Source: an optimization exercise on an open RTL-to-GDS flow (aim: small area). Production flows keep margins and buffers that such runs may drop.
In this exercise RTL edits were held to simulation tests only and were not proved equivalent to the original.
The flow treats the clock pin as an ideal source, which a real chip does not have.
Power figures rest on the tool's default switching activity, not on a simulated workload.

== birch ==
==> flow/design.v <==
module api_extension(
                     input wire           clk,
                     input wire           reset,
                     input wire [1 : 0]   command,
                     output wire [1 : 0]  status,
                     input wire [31 : 0]  address,
                     input wire [31 : 0]  write_data,
                     output wire [31 : 0] read_data,
                     output wire          nts_cs,
                     output wire          nts_we,
                     output wire [23 : 0] nts_address,
                     output wire [31 : 0] nts_write_data,
                     input wire  [31 : 0] nts_read_data,
                     input wire           nts_ready,
                     output wire          pp_cs,
                     output wire          pp_we,
                     output wire [23 : 0] pp_address,
                     output wire [31 : 0] pp_write_data,
                     input wire  [31 : 0] pp_read_data,
                     input wire           pp_ready,
                     output wire          dp_cs,
                     output wire          dp_we,
                     output wire [23 : 0] dp_address,
                     output wire [31 : 0] dp_write_data,
                     input wire  [31 : 0] dp_read_data,
                     input wire           dp_ready,
                     output wire          merge_cs,
                     output wire          merge_we,
                     output wire [7 : 0]  merge_address,
                     output wire [31 : 0] merge_write_data,
                     input wire  [31 : 0] merge_read_data,
                     input wire           merge_ready,
                     output wire          rosc_cs,
                     output wire          rosc_we,
                     output wire [7 : 0]  rosc_address,
                     output wire [31 : 0] rosc_write_data,
                     input wire  [31 : 0] rosc_read_data,
                     input wire           rosc_ready
                    );
  localparam CORE_NAME0       = 32'h6170692d;  
  localparam CORE_NAME1       = 32'h65787420;  
  localparam CORE_VERSION     = 32'h302e3232;  
  localparam ERROR_DATA       = 32'hdeaddead;
  reg          status_lo_reg;
  reg          status_hi_reg;
  reg [1 : 0]  phase_reg;
  reg          op_a_set_reg;
  reg          op_b_set_reg;
  reg [31 : 0] op_a_reg;
  reg [31 : 0] op_b_reg;
  reg          carry_reg;
  reg [1 : 0]  rot_reg;
  reg          gate_a_reg;
  reg          gate_b_reg;
  reg [31 : 0] read_data_reg;
  wire       busy     = ~status_lo_reg;
  wire       cmd_act  = |command;
  wire       cmd_wr   = &command;
  wire [7:0] prefix   = address[31 : 24];
  wire [7:0] low      = address[7 : 0];
  wire hit_api   = prefix == 8'h00;
  wire hit_pp    = prefix == 8'h10;
  wire hit_nts   = prefix == 8'h20;
  wire hit_dp    = prefix == 8'h40;
  wire hit_merge = prefix == 8'h60;
  wire hit_rosc  = prefix == 8'hfe;
  wire hit_none  = ~(hit_api | hit_pp | hit_nts | hit_dp | hit_merge | hit_rosc);
  reg sel_pp_reg, sel_nts_reg, sel_dp_reg, sel_merge_reg, sel_rosc_reg;
  reg sel_sum_reg;
  always @ (posedge clk)
    begin : decode_update
      sel_pp_reg    <= hit_pp;
      sel_nts_reg   <= hit_nts;
      sel_dp_reg    <= hit_dp;
      sel_merge_reg <= hit_merge;
      sel_rosc_reg  <= hit_rosc;
      sel_sum_reg   <= hit_api & ((low == 8'h10) | (low == 8'h11) | (low == 8'h12));
    end
  wire target_ready = ~((sel_pp_reg    & ~pp_ready)    |
                        (sel_nts_reg   & ~nts_ready)   |
                        (sel_dp_reg    & ~dp_ready)    |
                        (sel_merge_reg & ~merge_ready) |
                        (sel_rosc_reg  & ~rosc_ready));
  wire write_op_a = cmd_wr & hit_api & (low == 8'h10);
  wire write_op_b = cmd_wr & hit_api & (low == 8'h11);
  assign status           = {status_hi_reg, status_lo_reg};
  assign read_data        = read_data_reg;
  assign nts_cs           = busy & sel_nts_reg;
  assign nts_we           = busy & sel_nts_reg & cmd_wr;
  assign nts_address      = address[23 : 0];
  assign nts_write_data   = write_data;
  assign pp_cs            = busy & sel_pp_reg;
  assign pp_we            = busy & sel_pp_reg & cmd_wr;
  assign pp_address       = address[23 : 0];
  assign pp_write_data    = write_data;
  assign dp_cs            = busy & sel_dp_reg;
  assign dp_we            = busy & sel_dp_reg & cmd_wr;
  assign dp_address       = address[23 : 0];
  assign dp_write_data    = write_data;
  assign merge_cs         = busy & sel_merge_reg;
  assign merge_we         = busy & sel_merge_reg & cmd_wr;
  assign merge_address    = address[7 : 0];
  assign merge_write_data = write_data;
  assign rosc_cs          = busy & sel_rosc_reg;
  assign rosc_we          = busy & sel_rosc_reg & cmd_wr;
  assign rosc_address     = address[7 : 0];
  assign rosc_write_data  = write_data;
  wire [7 : 0] write_byte = ({8{rot_reg == 2'h0}} & write_data[7 : 0])   |
                            ({8{rot_reg == 2'h1}} & write_data[15 : 8])  |
                            ({8{rot_reg == 2'h2}} & write_data[23 : 16]) |
                            ({8{rot_reg == 2'h3}} & write_data[31 : 24]);
  wire [7 : 0] add_a = op_a_reg[7 : 0] & {8{gate_a_reg}};
  wire [7 : 0] add_b = op_b_reg[7 : 0] & {8{gate_b_reg}};
  wire [8 : 0] carry;
  wire [7 : 0] sum;
  assign carry[0] = carry_reg & gate_a_reg & gate_b_reg & (rot_reg != 2'h0);
  genvar i;
  generate
    for (i = 0 ; i < 8 ; i = i + 1)
      begin : adder
        assign sum[i]       = add_a[i] ^ add_b[i] ^ carry[i];
        assign carry[i + 1] = (add_a[i] & add_b[i]) | (add_a[i] & carry[i]) |
                              (carry[i] & add_b[i]);
      end
  endgenerate
  wire in_ctrl_wr   = ~status_lo_reg & (phase_reg == 2'h3);
  wire in_ctrl_done = status_lo_reg & (phase_reg == 2'h2);
  wire drop_early   = cmd_act & hit_api & ~in_ctrl_wr & ~in_ctrl_done;
  wire gate_a_new   = (op_a_set_reg | write_op_a) & ~(drop_early & (low == 8'h11));
  wire gate_b_new   = (op_b_set_reg | write_op_b) & ~(drop_early & (low == 8'h10));
  wire int_sum  = sel_sum_reg;
  wire ld_pp    = busy & sel_pp_reg;
  wire ld_nts   = busy & sel_nts_reg;
  wire ld_dp    = busy & sel_dp_reg;
  wire ld_merge = busy & sel_merge_reg;
  wire ld_rosc  = busy & sel_rosc_reg;
  wire ld_none  = busy & hit_none;
  wire ld_name0 = busy & hit_api & (low == 8'h00);
  wire ld_name1 = busy & hit_api & (low == 8'h01);
  wire ld_ver   = busy & hit_api & (low == 8'h02);
  wire in_ctrl_s1 = status_lo_reg & (phase_reg == 2'h1);
  wire [3 : 0] ld_sum = {4{int_sum & (busy | in_ctrl_s1)}} &
                        {rot_reg == 2'h3, rot_reg == 2'h2, rot_reg == 2'h1, rot_reg == 2'h0};
  wire [3 : 0] hold   = {4{~busy | int_sum}} & ~ld_sum;
  wire [31 : 0] read_data_new =
    ({32{ld_pp}}    & pp_read_data)    |
    ({32{ld_nts}}   & nts_read_data)   |
    ({32{ld_dp}}    & dp_read_data)    |
    ({32{ld_merge}} & merge_read_data) |
    ({32{ld_rosc}}  & rosc_read_data)  |
    ({32{ld_none}}  & ERROR_DATA)      |
    ({32{ld_name0}} & CORE_NAME0)      |
    ({32{ld_name1}} & CORE_NAME1)      |
    ({32{ld_ver}}   & CORE_VERSION)    |
    ({{8{ld_sum[3]}}, {8{ld_sum[2]}}, {8{ld_sum[1]}}, {8{ld_sum[0]}}} & {4{sum}}) |
    ({{8{hold[3]}}, {8{hold[2]}}, {8{hold[1]}}, {8{hold[0]}}} & read_data_reg);
  always @ (posedge clk)
    begin : data_update
      carry_reg  <= carry[8];
      gate_a_reg <= gate_a_new;
      gate_b_reg <= gate_b_new;
      op_a_reg <= {write_op_a ? write_byte : op_a_reg[7 : 0], op_a_reg[31 : 8]};
      op_b_reg <= {write_op_b ? write_byte : op_b_reg[7 : 0], op_b_reg[31 : 8]};
      read_data_reg <= read_data_new;
    end
  always @ (posedge clk or posedge reset)
    begin : ctrl_update
      if (reset)
        begin
          status_lo_reg <= 1'b1;
          status_hi_reg <= 1'b0;
          phase_reg     <= 2'h0;
          op_a_set_reg  <= 1'b0;
          op_b_set_reg  <= 1'b0;
          rot_reg       <= 2'h0;
        end
      else
        begin
          rot_reg <= rot_reg + 2'h1;
          if (write_op_a)
            op_a_set_reg <= 1'b1;
          if (write_op_b)
            op_b_set_reg <= 1'b1;
          if (status_lo_reg)
            begin
              case (phase_reg)
                2'h0:
                  if (cmd_act)
                    phase_reg <= 2'h1;
                2'h1:
                  begin
                    status_lo_reg <= 1'b0;
                    phase_reg     <= 2'h0;
                  end
                2'h2:
                  if (!cmd_act)
                    phase_reg <= 2'h3;
                2'h3:
                  begin
                    status_hi_reg <= 1'b0;
                    phase_reg     <= cmd_act ? 2'h1 : 2'h0;
                  end
              endcase
            end
          else
            begin
              case (phase_reg)
                2'h0:
                  phase_reg <= 2'h1;
                2'h1, 2'h2:
                  phase_reg <= target_ready ? 2'h3 : 2'h2;
                2'h3:
                  begin
                    status_lo_reg <= 1'b1;
                    status_hi_reg <= hit_none;
                    phase_reg     <= 2'h2;
                  end
              endcase
            end
        end
    end
endmodule  
clock: 5.0 ns
lec_check: 0
cap_margin: 20
core_aspect_ratio: 0.25
core_margin: 2
core_utilization: 55
slew_margin: 20
standard.sh (not shown) runs the stock make flow with config.mk's settings and CLKGATE_MAP_FILE= SYNTH_SCRIPT=/design/flow/synth_recipe.tcl, a recipe that flattens the netlist after the stock synthesis.
==> flow/flow/run.sh <==
#!/bin/bash
set -euo pipefail
args=(
  'BUFFER_PORTS_ARGS=-buffer_cell sky130_fd_sc_hd__buf_1'
  'CTS_ARGS=-sink_clustering_enable -repair_clock_nets -dont_use_dummy_load -buf_list {sky130_fd_sc_hd__clkbuf_4}'
)
bash standard.sh "${args[@]}" cts > standard_cts.log 2>&1
openroad -no_init -exit flow/clock_upsize.tcl > clock_upsize.log 2>&1
bash standard.sh "${args[@]}" finish > standard.log 2>&1
==> flow/flow/clock_upsize.tcl <==
# Upsize the clock buffers that drive 10 or more pins to clkbuf_8, then
# legalize the placement again.
set results orfs/results/$::env(FLOW_PLATFORM)/api_extension/base
read_liberty $::env(FLOW_HOME)/platforms/sky130hd/lib/sky130_fd_sc_hd__tt_025C_1v80.lib
read_db $results/4_cts.odb
set db [ord::get_db]
set big [$db findMaster sky130_fd_sc_hd__clkbuf_8]
set block [ord::get_db_block]
set n_up 0
foreach inst [$block getInsts] {
  if { [[$inst getMaster] getName] ne "sky130_fd_sc_hd__clkbuf_4" } { continue }
  set out [$inst findITerm X]
  set net [$out getNet]
  if { $net eq "NULL" } { continue }
  set loads [expr { [llength [$net getITerms]] - 1 }]
  if { $loads >= 10 } {
    puts "upsize [$inst getName] ($loads loads)"
    $inst swapMaster $big
    incr n_up
  }
}
puts "upsized $n_up clock buffers"
detailed_placement
check_placement -verbose
write_db $results/4_cts.odb
birch | stages: all done | timing, DRC, antenna: all pass
Inputs modified between birch and cedar:
--- a/flow/design.v
+++ b/flow/design.v
@@ -64,18 +64,22 @@
   wire hit_dp    = prefix == 8'h40;
   wire hit_merge = prefix == 8'h60;
   wire hit_rosc  = prefix == 8'hfe;
   wire hit_none  = ~(hit_api | hit_pp | hit_nts | hit_dp | hit_merge | hit_rosc);
   reg sel_pp_reg, sel_nts_reg, sel_dp_reg, sel_merge_reg, sel_rosc_reg;
-  reg sel_sum_reg;
+  reg sel_none_reg, sel_name0_reg, sel_name1_reg, sel_ver_reg, sel_sum_reg;
   always @ (posedge clk)
     begin : decode_update
       sel_pp_reg    <= hit_pp;
       sel_nts_reg   <= hit_nts;
       sel_dp_reg    <= hit_dp;
       sel_merge_reg <= hit_merge;
       sel_rosc_reg  <= hit_rosc;
+      sel_none_reg  <= hit_none;
+      sel_name0_reg <= hit_api & (low == 8'h00);
+      sel_name1_reg <= hit_api & (low == 8'h01);
+      sel_ver_reg   <= hit_api & (low == 8'h02);
       sel_sum_reg   <= hit_api & ((low == 8'h10) | (low == 8'h11) | (low == 8'h12));
     end
   wire target_ready = ~((sel_pp_reg    & ~pp_ready)    |
                         (sel_nts_reg   & ~nts_ready)   |
                         (sel_dp_reg    & ~dp_ready)    |
@@ -132,14 +136,14 @@
   wire ld_pp    = busy & sel_pp_reg;
   wire ld_nts   = busy & sel_nts_reg;
   wire ld_dp    = busy & sel_dp_reg;
   wire ld_merge = busy & sel_merge_reg;
   wire ld_rosc  = busy & sel_rosc_reg;
-  wire ld_none  = busy & hit_none;
-  wire ld_name0 = busy & hit_api & (low == 8'h00);
-  wire ld_name1 = busy & hit_api & (low == 8'h01);
-  wire ld_ver   = busy & hit_api & (low == 8'h02);
+  wire ld_none  = busy & sel_none_reg;
+  wire ld_name0 = busy & sel_name0_reg;
+  wire ld_name1 = busy & sel_name1_reg;
+  wire ld_ver   = busy & sel_ver_reg;
   wire in_ctrl_s1 = status_lo_reg & (phase_reg == 2'h1);
   wire [3 : 0] ld_sum = {4{int_sum & (busy | in_ctrl_s1)}} &
                         {rot_reg == 2'h3, rot_reg == 2'h2, rot_reg == 2'h1, rot_reg == 2'h0};
   wire [3 : 0] hold   = {4{~busy | int_sum}} & ~ld_sum;
   wire [31 : 0] read_data_new =
@@ -210,11 +214,11 @@
                 2'h1, 2'h2:
                   phase_reg <= target_ready ? 2'h3 : 2'h2;
                 2'h3:
                   begin
                     status_lo_reg <= 1'b1;
-                    status_hi_reg <= hit_none;
+                    status_hi_reg <= sel_none_reg;
                     phase_reg     <= 2'h2;
                   end
               endcase
             end
         end
==> comparison <==
Going from birch to cedar, routed wire length on met2 shrank by more than 10%.
Relative to birch, power share of the combinational group decreased by 3.7 points in cedar.
Synthesized area ends up higher on cedar.
cedar completed end to end with timing, DRC and antenna clean.
Going from birch to cedar, global-route usage over all layers -9.6 points; total power after layout shrank by 65 uW.

==> static timing again, ports no longer ideal <==
How much do the figures lean on ideal ports? The routed layouts below were timed once more, with nothing changed but the port constraints.
Step 1 (the two cells are an assumption about what drives the block):
set clk [get_ports {clk}]
set_driving_cell -lib_cell sky130_fd_sc_hd__clkbuf_16 $clk
set_driving_cell -lib_cell sky130_fd_sc_hd__buf_2 [delete_from_list [all_inputs] $clk]
Step 2 adds t to the input delays and takes it off the output delays; t is the mean of the earliest and latest rising clock arrival at the registers after step 1. Input paths then give back, and output paths get back, about the clock's delay inside the block.
Three values: ideal, step 1, step 2; two values: the first two.
run | t (ns) | setup slack, ns | hold slack, ns | slew at the worst register clock pin (ns)
birch | 0.459 | 0.280 / 0.280 / 0.280 | 0.307 / 0.307 / 0.307 | 0.11 / 0.11
cedar | 0.452 | 0.522 / 0.522 / 0.522 | 0.313 / 0.313 / 0.313 | 0.09 / 0.09
After both steps every run listed still meets setup and hold.
